This is an optimization exercise on Yosys and OpenROAD, whose aim is small area, not a production implementation. Function not checked in this run: the RTL went through the layout flow alone. Power figures rest on the tool's default switching activity, not on a simulated workload.

## design/flow/run.sh

```bash
#!/bin/bash
# synth_recipe.tcl (not shown) runs the flow's synth.tcl, then flattens the netlist and writes it again
# the make line also repeats each setting of config.mk as NAME=value (left out here)
make -C /OpenROAD-flow-scripts/flow DESIGN_CONFIG=/design/flow/config.mk WORK_HOME=/design/flow/orfs CLKGATE_MAP_FILE= SYNTH_SCRIPT=/design/flow/synth_recipe.tcl finish
```

## design/flow/config.mk

```make
export PLATFORM = sky130hd
export DESIGN_NAME = Piano
export DESIGN_NICKNAME = Piano
export VERILOG_FILES = /design/flow/design.v
export SDC_FILE = /design/flow/constraint.sdc
export NUM_CORES = 4
export LEC_CHECK = 0
export CAP_MARGIN = 20
export CORE_MARGIN = 2
export CORE_UTILIZATION = 40
export SLEW_MARGIN = 20
```

## design/flow/constraint.sdc

```tcl
create_clock -name core_clock -period 6.0 [get_ports {clk}]
set_input_delay 1.2000 -clock core_clock [delete_from_list [all_inputs] [get_ports {clk}]]
set_output_delay 1.2000 -clock core_clock [all_outputs]
set_load 0.01 [all_outputs]
```

## design/flow/design.v

```verilog
`timescale 1ns / 1ps
module NoteA4(
    input clk,
    input reset,
    output reg ClkRedu  
    );
	reg [24:0] conteo;  
	always @ (posedge clk, posedge reset)
		begin
		if(reset)
			begin
				conteo <= 0;
				ClkRedu <= 0;
			end
		else
			begin
				conteo <= conteo + 1;
			if(conteo == 25000000/440) 
				begin
					ClkRedu <= ClkRedu + 1;
					conteo <= 0;
				end
			end
		end
endmodule
`timescale 1ns / 1ps
module NoteA5(
    input clk,
    input reset,
    output reg ClkRedu  
    );
	reg [24:0] conteo;  
	always @ (posedge clk, posedge reset)
		begin
		if(reset)
			begin
				conteo <= 0;
				ClkRedu <= 0;
			end
		else
			begin
				conteo <= conteo + 1;
			if(conteo == 25000000/880) 
				begin
					ClkRedu <= ClkRedu + 1;
					conteo <= 0;
				end
			end
		end
endmodule
`timescale 1ns / 1ps
module NoteAS4(
    input clk,
    input reset,
    output reg ClkRedu  
    );
	reg [24:0] conteo;  
	always @ (posedge clk, posedge reset)
		begin
		if(reset)
			begin
				conteo <= 0;
				ClkRedu <= 0;
			end
		else
			begin
				conteo <= conteo + 1;
			if(conteo == 25000000/466) 
				begin
					ClkRedu <= ClkRedu + 1;
					conteo <= 0;
				end
			end
		end
endmodule
`timescale 1ns / 1ps
module NoteAS5(
    input clk,
    input reset,
    output reg ClkRedu  
    );
	reg [24:0] conteo;  
	always @ (posedge clk, posedge reset)
		begin
		if(reset)
			begin
				conteo <= 0;
				ClkRedu <= 0;
			end
		else
			begin
				conteo <= conteo + 1;
			if(conteo == 25000000/932) 
				begin
					ClkRedu <= ClkRedu + 1;
					conteo <= 0;
				end
			end
		end
endmodule
`timescale 1ns / 1ps
module NoteB4(
    input clk,
    input reset,
    output reg ClkRedu  
    );
	reg [24:0] conteo;  
	always @ (posedge clk, posedge reset)
		begin
		if(reset)
			begin
				conteo <= 0;
				ClkRedu <= 0;
			end
		else
			begin
				conteo <= conteo + 1;
			if(conteo == 25000000/494) 
				begin
					ClkRedu <= ClkRedu + 1;
					conteo <= 0;
				end
			end
		end
endmodule
`timescale 1ns / 1ps
module NoteB5(
    input clk,
    input reset,
    output reg ClkRedu  
    );
	reg [24:0] conteo;  
	always @ (posedge clk, posedge reset)
		begin
		if(reset)
			begin
				conteo <= 0;
				ClkRedu <= 0;
			end
		else
			begin
				conteo <= conteo + 1;
			if(conteo == 25000000/988) 
				begin
					ClkRedu <= ClkRedu + 1;
					conteo <= 0;
				end
			end
		end
endmodule
`timescale 1ns / 1ps
module NoteC4(
    input clk,
    input reset,
    output reg ClkRedu  
    );
	reg [24:0] conteo;  
	always @ (posedge clk, posedge reset)
		begin
		if(reset)
			begin
				conteo <= 0;
				ClkRedu <= 0;
			end
		else
			begin
				conteo <= conteo + 1;
			if(conteo == 25000000/262) 
				begin
					ClkRedu <= ClkRedu + 1;
					conteo <= 0;
				end
			end
		end
endmodule
`timescale 1ns / 1ps
module NoteC5(
    input clk,
    input reset,
    output reg ClkRedu  
    );
	reg [24:0] conteo;  
	always @ (posedge clk, posedge reset)
		begin
		if(reset)
			begin
				conteo <= 0;
				ClkRedu <= 0;
			end
		else
			begin
				conteo <= conteo + 1;
			if(conteo == 25000000/523) 
				begin
					ClkRedu <= ClkRedu + 1;
					conteo <= 0;
				end
			end
		end
endmodule
`timescale 1ns / 1ps
module NoteC6(
    input clk,
    input reset,
    output reg ClkRedu  
    );
	reg [24:0] conteo;  
	always @ (posedge clk, posedge reset)
		begin
		if(reset)
			begin
				conteo <= 0;
				ClkRedu <= 0;
			end
		else
			begin
				conteo <= conteo + 1;
			if(conteo == 25000000/1047) 
				begin
					ClkRedu <= ClkRedu + 1;
					conteo <= 0;
				end
			end
		end
endmodule
`timescale 1ns / 1ps
module NoteCS4(
    input clk,
    input reset,
    output reg ClkRedu  
    );
	reg [24:0] conteo;  
	always @ (posedge clk, posedge reset)
		begin
		if(reset)
			begin
				conteo <= 0;
				ClkRedu <= 0;
			end
		else
			begin
				conteo <= conteo + 1;
			if(conteo == 25000000/277) 
				begin
					ClkRedu <= ClkRedu + 1;
					conteo <= 0;
				end
			end
		end
endmodule
`timescale 1ns / 1ps
module NoteCS5(
    input clk,
    input reset,
    output reg ClkRedu  
    );
	reg [24:0] conteo;  
	always @ (posedge clk, posedge reset)
		begin
		if(reset)
			begin
				conteo <= 0;
				ClkRedu <= 0;
			end
		else
			begin
				conteo <= conteo + 1;
			if(conteo == 25000000/554) 
				begin
					ClkRedu <= ClkRedu + 1;
					conteo <= 0;
				end
			end
		end
endmodule
`timescale 1ns / 1ps
module NoteCS6(
    input clk,
    input reset,
    output reg ClkRedu  
    );
	reg [24:0] conteo;  
	always @ (posedge clk, posedge reset)
		begin
		if(reset)
			begin
				conteo <= 0;
				ClkRedu <= 0;
			end
		else
			begin
				conteo <= conteo + 1;
			if(conteo == 25000000/1109) 
				begin
					ClkRedu <= ClkRedu + 1;
					conteo <= 0;
				end
			end
		end
endmodule
`timescale 1ns / 1ps
module NoteD4(
    input clk,
    input reset,
    output reg ClkRedu  
    );
	reg [24:0] conteo;  
	always @ (posedge clk, posedge reset)
		begin
		if(reset)
			begin
				conteo <= 0;
				ClkRedu <= 0;
			end
		else
			begin
				conteo <= conteo + 1;
			if(conteo == 25000000/294) 
				begin
					ClkRedu <= ClkRedu + 1;
					conteo <= 0;
				end
			end
		end
endmodule
`timescale 1ns / 1ps
module NoteD5(
    input clk,
    input reset,
    output reg ClkRedu  
    );
	reg [24:0] conteo;  
	always @ (posedge clk, posedge reset)
		begin
		if(reset)
			begin
				conteo <= 0;
				ClkRedu <= 0;
			end
		else
			begin
				conteo <= conteo + 1;
			if(conteo == 25000000/587) 
				begin
					ClkRedu <= ClkRedu + 1;
					conteo <= 0;
				end
			end
		end
endmodule
`timescale 1ns / 1ps
module NoteD6(
    input clk,
    input reset,
    output reg ClkRedu  
    );
	reg [24:0] conteo;  
	always @ (posedge clk, posedge reset)
		begin
		if(reset)
			begin
				conteo <= 0;
				ClkRedu <= 0;
			end
		else
			begin
				conteo <= conteo + 1;
			if(conteo == 25000000/1175) 
				begin
					ClkRedu <= ClkRedu + 1;
					conteo <= 0;
				end
			end
		end
endmodule
`timescale 1ns / 1ps
module NoteDS4(
    input clk,
    input reset,
    output reg ClkRedu  
    );
	reg [24:0] conteo;  
	always @ (posedge clk, posedge reset)
		begin
		if(reset)
			begin
				conteo <= 0;
				ClkRedu <= 0;
			end
		else
			begin
				conteo <= conteo + 1;
			if(conteo == 25000000/311) 
				begin
					ClkRedu <= ClkRedu + 1;
					conteo <= 0;
				end
			end
		end
endmodule
`timescale 1ns / 1ps
module NoteDS5(
    input clk,
    input reset,
    output reg ClkRedu  
    );
	reg [24:0] conteo;  
	always @ (posedge clk, posedge reset)
		begin
		if(reset)
			begin
				conteo <= 0;
				ClkRedu <= 0;
			end
		else
			begin
				conteo <= conteo + 1;
			if(conteo == 25000000/622) 
				begin
					ClkRedu <= ClkRedu + 1;
					conteo <= 0;
				end
			end
		end
endmodule
`timescale 1ns / 1ps
module NoteDS6(
    input clk,
    input reset,
    output reg ClkRedu  
    );
	reg [24:0] conteo;  
	always @ (posedge clk, posedge reset)
		begin
		if(reset)
			begin
				conteo <= 0;
				ClkRedu <= 0;
			end
		else
			begin
				conteo <= conteo + 1;
			if(conteo == 25000000/1245) 
				begin
					ClkRedu <= ClkRedu + 1;
					conteo <= 0;
				end
			end
		end
endmodule
`timescale 1ns / 1ps
module NoteE4(
    input clk,
    input reset,
    output reg ClkRedu  
    );
	reg [24:0] conteo;  
	always @ (posedge clk, posedge reset)
		begin
		if(reset)
			begin
				conteo <= 0;
				ClkRedu <= 0;
			end
		else
			begin
				conteo <= conteo + 1;
			if(conteo == 25000000/330) 
				begin
					ClkRedu <= ClkRedu + 1;
					conteo <= 0;
				end
			end
		end
endmodule
`timescale 1ns / 1ps
module NoteE5(
    input clk,
    input reset,
    output reg ClkRedu  
    );
	reg [24:0] conteo;  
	always @ (posedge clk, posedge reset)
		begin
		if(reset)
			begin
				conteo <= 0;
				ClkRedu <= 0;
			end
		else
			begin
				conteo <= conteo + 1;
			if(conteo == 25000000/659) 
				begin
					ClkRedu <= ClkRedu + 1;
					conteo <= 0;
				end
			end
		end
endmodule
`timescale 1ns / 1ps
module NoteF4(
    input clk,
    input reset,
    output reg ClkRedu  
    );
	reg [24:0] conteo;  
	always @ (posedge clk, posedge reset)
		begin
		if(reset)
			begin
				conteo <= 0;
				ClkRedu <= 0;
			end
		else
			begin
				conteo <= conteo + 1;
			if(conteo == 25000000/349) 
				begin
					ClkRedu <= ClkRedu + 1;
					conteo <= 0;
				end
			end
		end
endmodule
`timescale 1ns / 1ps
module NoteF5(
    input clk,
    input reset,
    output reg ClkRedu  
    );
	reg [24:0] conteo;  
	always @ (posedge clk, posedge reset)
		begin
		if(reset)
			begin
				conteo <= 0;
				ClkRedu <= 0;
			end
		else
			begin
				conteo <= conteo + 1;
			if(conteo == 25000000/698) 
				begin
					ClkRedu <= ClkRedu + 1;
					conteo <= 0;
				end
			end
		end
endmodule
`timescale 1ns / 1ps
module NoteFS4(
    input clk,
    input reset,
    output reg ClkRedu  
    );
	reg [24:0] conteo;  
	always @ (posedge clk, posedge reset)
		begin
		if(reset)
			begin
				conteo <= 0;
				ClkRedu <= 0;
			end
		else
			begin
				conteo <= conteo + 1;
			if(conteo == 25000000/370) 
				begin
					ClkRedu <= ClkRedu + 1;
					conteo <= 0;
				end
			end
		end
endmodule
`timescale 1ns / 1ps
module NoteFS5(
    input clk,
    input reset,
    output reg ClkRedu  
    );
	reg [24:0] conteo;  
	always @ (posedge clk, posedge reset)
		begin
		if(reset)
			begin
				conteo <= 0;
				ClkRedu <= 0;
			end
		else
			begin
				conteo <= conteo + 1;
			if(conteo == 25000000/740) 
				begin
					ClkRedu <= ClkRedu + 1;
					conteo <= 0;
				end
			end
		end
endmodule
`timescale 1ns / 1ps
module NoteG4(
    input clk,
    input reset,
    output reg ClkRedu  
    );
	reg [24:0] conteo;  
	always @ (posedge clk, posedge reset)
		begin
		if(reset)
			begin
				conteo <= 0;
				ClkRedu <= 0;
			end
		else
			begin
				conteo <= conteo + 1;
			if(conteo == 25000000/392) 
				begin
					ClkRedu <= ClkRedu + 1;
					conteo <= 0;
				end
			end
		end
endmodule
`timescale 1ns / 1ps
module NoteG5(
    input clk,
    input reset,
    output reg ClkRedu  
    );
	reg [24:0] conteo;  
	always @ (posedge clk, posedge reset)
		begin
		if(reset)
			begin
				conteo <= 0;
				ClkRedu <= 0;
			end
		else
			begin
				conteo <= conteo + 1;
			if(conteo == 25000000/784) 
				begin
					ClkRedu <= ClkRedu + 1;
					conteo <= 0;
				end
			end
		end
endmodule
`timescale 1ns / 1ps
module NoteGS4(
    input clk,
    input reset,
    output reg ClkRedu  
    );
	reg [24:0] conteo;  
	always @ (posedge clk, posedge reset)
		begin
		if(reset)
			begin
				conteo <= 0;
				ClkRedu <= 0;
			end
		else
			begin
				conteo <= conteo + 1;
			if(conteo == 25000000/415) 
				begin
					ClkRedu <= ClkRedu + 1;
					conteo <= 0;
				end
			end
		end
endmodule
`timescale 1ns / 1ps
module NoteGS5(
    input clk,
    input reset,
    output reg ClkRedu  
    );
	reg [24:0] conteo;  
	always @ (posedge clk, posedge reset)
		begin
		if(reset)
			begin
				conteo <= 0;
				ClkRedu <= 0;
			end
		else
			begin
				conteo <= conteo + 1;
			if(conteo == 25000000/830) 
				begin
					ClkRedu <= ClkRedu + 1;
					conteo <= 0;
				end
			end
		end
endmodule
`timescale 1ns / 1ps
module Bus(
	input sw1,
	input sw2,
	input sw3,
	input sw4,
	input sw5,
	input sw6,
	input sw7,
   input btn1,
   input btn2,
   input btn3,
	input btn4,
	output [6:0] swBus,
   output [3:0] noteBus
   );
	assign swBus[0] = sw7;
	assign swBus[1] = sw6;
	assign swBus[2] = sw5;
	assign swBus[3] = sw4;
	assign swBus[4] = sw3;
	assign swBus[5] = sw2;
	assign swBus[6] = sw1;
	assign noteBus[0] = btn4;
	assign noteBus[1] = btn3;
	assign noteBus[2] = btn2;
	assign noteBus[3] = btn1;
endmodule
`timescale 1ns / 1ps
module Notes(
	input clk,
	input reset,
	input [6:0] swBus,
	input [3:0] noteBus,
	output clkNote
	);
	wire notaC4, notaC5, notaC6, notaCS4, notaCS5, notaCS6, notaD4, notaD5,
	notaD6, notaDS4, notaDS5, notaDS6, notaE4, notaE5, notaF4, notaF5, notaFS4,
	notaFS5, notaG4, notaG5, notaGS4, notaGS5, notaA4, notaA5, notaAS4, notaAS5,
	notaB4, notaB5;
	NoteC4	 	NoteC4	(.clk(clk),.reset(reset),.ClkRedu(	notaC4	));
	NoteC5	 	NoteC5	(.clk(clk),.reset(reset),.ClkRedu(	notaC5	));
	NoteC6	 	NoteC6	(.clk(clk),.reset(reset),.ClkRedu(	notaC6	));
	NoteCS4	 	NoteCS4	(.clk(clk),.reset(reset),.ClkRedu(	notaCS4	));
	NoteCS5	 	NoteCS5	(.clk(clk),.reset(reset),.ClkRedu(	notaCS5	));
	NoteCS6	 	NoteCS6	(.clk(clk),.reset(reset),.ClkRedu(	notaCS6	));
	NoteD4	 	NoteD4	(.clk(clk),.reset(reset),.ClkRedu(	notaD4	));
	NoteD5	 	NoteD5	(.clk(clk),.reset(reset),.ClkRedu(	notaD5	));
	NoteD6	 	NoteD6	(.clk(clk),.reset(reset),.ClkRedu(	notaD6	));
	NoteDS4	 	NoteDS4	(.clk(clk),.reset(reset),.ClkRedu(	notaDS4	));
	NoteDS5	 	NoteDS5	(.clk(clk),.reset(reset),.ClkRedu(	notaDS5	));
	NoteDS6	 	NoteDS6	(.clk(clk),.reset(reset),.ClkRedu(	notaDS6	));
	NoteE4	 	NoteE4	(.clk(clk),.reset(reset),.ClkRedu(	notaE4	));
	NoteE5	 	NoteE5	(.clk(clk),.reset(reset),.ClkRedu(	notaE5	));
	NoteF4	 	NoteF4	(.clk(clk),.reset(reset),.ClkRedu(	notaF4	));
	NoteF5	 	NoteF5	(.clk(clk),.reset(reset),.ClkRedu(	notaF5	));
	NoteFS4	 	NoteFS4	(.clk(clk),.reset(reset),.ClkRedu(	notaFS4	));
	NoteFS5	 	NoteFS5	(.clk(clk),.reset(reset),.ClkRedu(	notaFS5	));
	NoteG4	 	NoteG4	(.clk(clk),.reset(reset),.ClkRedu(	notaG4	));
	NoteG5	 	NoteG5	(.clk(clk),.reset(reset),.ClkRedu(	notaG5	));
	NoteGS4	 	NoteGS4	(.clk(clk),.reset(reset),.ClkRedu(	notaGS4	));
	NoteGS5	 	NoteGS5	(.clk(clk),.reset(reset),.ClkRedu(	notaGS5	));
	NoteA4	 	NoteA4	(.clk(clk),.reset(reset),.ClkRedu(	notaA4	));
	NoteA5	 	NoteA5	(.clk(clk),.reset(reset),.ClkRedu(	notaA5	));
	NoteAS4	 	NoteAS4	(.clk(clk),.reset(reset),.ClkRedu(	notaAS4	));
	NoteAS5	 	NoteAS5	(.clk(clk),.reset(reset),.ClkRedu(	notaAS5	));
	NoteB4	 	NoteB4	(.clk(clk),.reset(reset),.ClkRedu(	notaB4	));
	NoteB5	 	NoteB5	(.clk(clk),.reset(reset),.ClkRedu(	notaB5	));
	assign clkNote  =
	(swBus == 	1	 && noteBus == 	1	) ? 	notaDS6	:
	(swBus == 	1	 && noteBus == 	2	) ? 	notaD6	:
	(swBus == 	1	 && noteBus == 	4	) ? 	notaCS6	:
	(swBus == 	1	 && noteBus == 	8	) ? 	notaC6	:
	(swBus == 	2	 && noteBus == 	1	) ? 	notaB5	:
	(swBus == 	2	 && noteBus == 	2	) ? 	notaAS5	:
	(swBus == 	2	 && noteBus == 	4	) ? 	notaA5	:
	(swBus == 	2	 && noteBus == 	8	) ? 	notaGS5	:
	(swBus == 	4	 && noteBus == 	1	) ? 	notaG5	:
	(swBus == 	4	 && noteBus == 	2	) ? 	notaFS5	:
	(swBus == 	4	 && noteBus == 	4	) ? 	notaF5	:
	(swBus == 	4	 && noteBus == 	8	) ? 	notaE5	:
	(swBus == 	8	 && noteBus == 	1	) ? 	notaDS5	:
	(swBus == 	8	 && noteBus == 	2	) ? 	notaD5	:
	(swBus == 	8	 && noteBus == 	4	) ? 	notaCS5	:
	(swBus == 	8	 && noteBus == 	8	) ? 	notaC5	:
	(swBus == 	16	 && noteBus == 	1	) ? 	notaB4	:
	(swBus == 	16	 && noteBus == 	2	) ? 	notaAS4	:
	(swBus == 	16	 && noteBus == 	4	) ? 	notaA4	:
	(swBus == 	16	 && noteBus == 	8	) ? 	notaGS4	:
	(swBus == 	32	 && noteBus == 	1	) ? 	notaG4	:
	(swBus == 	32	 && noteBus == 	2	) ? 	notaFS4	:
	(swBus == 	32	 && noteBus == 	4	) ? 	notaF4	:
	(swBus == 	32	 && noteBus == 	8	) ? 	notaE4	:
	(swBus == 	64	 && noteBus == 	1	) ? 	notaDS4	:
	(swBus == 	64	 && noteBus == 	2	) ? 	notaD4	:
	(swBus == 	64	 && noteBus == 	4	) ? 	notaCS4	:
	(swBus == 	64	 && noteBus == 	8	) ? 	notaC4	:
															0			;
endmodule
`timescale 1ns / 1ps
module Piano(
	input clk,
	input reset,
	input sw1,
	input sw2,
	input sw3,
	input sw4,
	input sw5,
	input sw6,
	input sw7,
	input btn1,
	input btn2,
	input btn3,
	input btn4,
	output sound
	);
	wire [6:0] swBus;
	wire [3:0] noteBus;
	Bus Bus (.sw1(sw1),.sw2(sw2),.sw3(sw3),.sw4(sw4),.sw5(sw5),.sw6(sw6),.sw7(sw7),
		.btn1(btn1),.btn2(btn2),.btn3(btn3),.btn4(btn4),
		.swBus(swBus),.noteBus(noteBus));
	Notes Notes (.clk(clk),.reset(reset),.swBus(swBus),.noteBus(noteBus),.clkNote(sound));
endmodule
```

==> results.txt <==
## worst reg2reg max path, delay by kind of cell, from the launching register on
kind / cells / cell delay [ns]
adder cells (fa/ha/maj): 1 / 0.14
AND/OR/NAND/NOR: 4 / 1.46
buffers and inverters: 1 / 0.08
AO/OA/AOI/OAI: 2 / 0.27
flip-flops: 1 / 0.44
## routing by layer
metal / vias up / wire length [um] / track usage (%)
met4: 0 / 1213 / 4.206
met5: - / 0 / 0
met1: 10900 / 31710 / 21.31
met3: 86 / 1917 / 2.277
met2: 185 / 26300 / 21.96
li1: 11260 / - / -
## stage by stage
| stage | setup WS, ns | std cells | hold slack [ns] | total power, W | TNS (ns) |
|---|---|---|---|---|---|
| 4_1_cts | 0.7055 | 4505 | 0.4661 | 0.01022 | 0 |
| 6_report | 0.6358 | 4508 | 0.4620 | 0.01005 | 0 |
| 3_5_place_dp | 0.7168 | 4361 | 0.4581 | 0.005149 | 0 |
| 5_1_grt | 0.5247 | 4506 | 0.4751 | 0.01044 | 0 |
| 3_3_place_gp | 0.6991 | 4361 | 0.4512 | 0.005149 | 0 |
| 2_1_floorplan | -5.174 | 3229 | 0.4251 | 0.005098 | -3766.40 |
## area by class of cell
class | count | area, um^2
multi-input combinational | 2381 | 15160
inverter | 78 | 296.5
tap | 1134 | 1419
clock inverter | 27 | 375.4
antenna | 2 | 5.005
timing repair buffer | 41 | 387.9
clock buffer | 117 | 2332
sequential | 728 | 18220
fill | 7825 | 45500
## how the worst max path moves through the flow
stage | start | to | depth (start not counted)
2_1_floorplan | reset | Notes.NoteA4.ClkRedu | 1
3_3_place_gp | sw7 | sound | 8
3_5_place_dp | sw7 | sound | 8
4_1_cts | sw6 | sound | 8
5_1_grt | btn3 | sound | 9
6_report | sw6 | sound | 8
## power by group
part | internal, W | switching (W)
clock | 0.00298 | 0.00202
combinational | 0.0000249 | 0.000115
sequential | 0.00491 | 0
## cells in the mapped netlist (all sizes together) (3+ instances only)
library cell,count
nand2b,12
nand3,256
buf,5
nor2,436
inv,77
or4,13
a31oi,6
or4b,7
xnor2,353
clkbuf,37
or2,3
o211ai,4
or3,10
o311ai,3
nor4b,41
nor4,71
dfrtp,728
nor2b,32
and3,114
ha,49
nand3b,13
nand2,266
and4,42
a21oi,24
xor2,282
nor3,67
nand4,147
a21o,3
nand4b,8
nor3b,10
a211oi,3
nor4bb,16
and2,17
o21ai,56
## logic make-up (layout without fill, tap and decap cells)
group / count (synthesis) / count (layout)
muxes: 3 / 3
xor gates and xnor gates: 635 / 635
DFF: 728 / 728
other: 0 / 2
buffers and inverters: 120 / 263
and+or+nand+nor: 1582 / 1582
adders and majority gates: 49 / 49
AOI/OAI and AO/OA: 112 / 112
==> results.txt <==
CTS sink cnt around 730; Post-Syn Area approximately 34000 um^2; die width around 290 um; largest family of logic cells by synthesized area simple AND/OR/NAND/NOR gates; post-layout min period 5.364 ns; Clock Root Buffer clkbuf_16; WP data arrival between 4 and 5 ns; top post-synthesis cells by area dfrtp_1, xnor2_1, xor2_1; commonest non-fill, non-tap cell in the layout dfrtp_1; Die H 294.6 um; Synth top area share 53.95%; Crit. End Element output pin; Hold Path Sink Notes.NoteG5.conteo[24]; final instance area approximately 38000 um^2; post-synth top area cell dfrtp_1; Startpoint Class primary input; Max-Slew Margin vs Limit 29.94%; CTS buffer count 80; Pleak around 17 nW; period utilization about nine tenths; syn avg cell area 10.46 um^2; FP Rows roughly 110; Total GRT Usage approximately 14%; syn_nets 3291; synth warn 28; Buf+Inv Stages, Crit Path 2; Initial Utilization about two fifths; Peak VDD IR about 160 uV; Final Max Slew Viols 0; postcts setup bufs 0; endpoints failing setup 0; Hold-fix buffers, CTS 0; WP data required about 4.8 ns; Post-Route WL 61140 um; status timing/DRC/antenna clean; Slowest-stage cell, CP clkdlybuf4s50_1; dpl hpwl 40280 um; Post-Synthesis Cells between 3000 and 4000; CP Cell Sequence clkdlybuf4s50_1, or4_4, nor4b_1, o311ai_0, o311ai_0, o211ai_1, a2bb2oi_1, clkdlybuf4s50_1; actual slew at the worst max-slew pin 1.047 ns; initial antenna violation count 0; Hold Path Stages 1; Yosys reg bits between 700 and 800; layout cells sized above 1 under 10%; Resized Gates After CTS 0; WL/cell 13.56 um; Pre-antenna DRT Iters 5; Post-synth ARST share 100.0%; worst reg2reg endpoint Notes.NoteAS4.conteo[15]; RSZ-0062 raised after global routing no; HP Class flop to flop; Most used DFF post-synth dfrtp_1; vias in the first global route approximately 22000; Crit Path Category primary input to output pin; first-pass GRT wire length roughly 110000 um; number of DRC markers in iteration 0 ~1300; largest net degree at the start of global routing roughly 160; Clock Skew 0.02441 ns; Netlist cell types 63; area grow syn2layout 13.09%; Die ar. 86770 um^2; worst r2r src Notes.NoteAS4.conteo[0]; Worst path max stage delay around 0.60 ns; Pwr per Cell Area 263.2 nW/um^2; FMAX between 150 and 200 MHz; number of port buffers 13; most frequent cells in the layout dfrtp_1, nor2_1, xnor2_1; synthesized-area fraction occupied by adder cells under 10%; worst r2r path cells 8; total gr overflow 0; CTS tree built; Final Net Count ~3400; vias per std cell 4.975; Seq/Total Area, Yosys 53.95%; via count approximately 22000; Final Hold Vio Count 0; Crit path max-delay family buffers and inverters; Max Buffers Root-to-Sink 3; H-tree levels 3; Area after DPL ~35000 um^2; multiplexer share of the synthesized area less than 1%; num ports 14; EDFF count, synth 0; Core Util, Final 45.64%; Post-Synth Simple-Gate Area between 20 and 25%; drt drc 0; Hold Crit Start Notes.NoteG5.conteo[24]; r2r setup slk 3.48 ns; routability congestion estimate between 0.8 and 0.9; Max-cap violations 0; Core ar. roughly 84000 um^2; post-route ant nets 0; Clock Pin Slew Worst Setup and Hold Paths 0.05 ns; Clock Latency Late Sink between 0.6 and 0.7 ns; crit path max fanout 6; Compound-Gate Fraction of Synth Area 1.934%; XOR/XNOR Fraction of Synth Area about 16%

==> port drivers added, routing unchanged <==
The flow's constraints put no driver on any port. The routed layout listed below was extracted and timed again, unchanged, in two steps. Step 1: set_driving_cell puts a clkbuf_16 on clk and a buf_2 on each other input, an assumption about the parent block. Step 2 also shifts input and output timing later by t, the mid clock arrival at the registers, as if the neighbouring blocks saw the same clock. Three values: no drivers, after step 1, after step 2; two values: the first two.
t (ns): 0.677
setup slack, ns: 0.636 / 0.598 / 0.598
latest minus earliest clock arrival (ns): 0.024 / 0.024
slew at the worst register clock pin (ns): 0.07 / 0.07
cell pins on the clock port's net: 1
After both steps setup and hold are still met in this run. For this run, drivers alone change the setup slack by -0.038 ns; drivers and shift together by -0.038 ns.
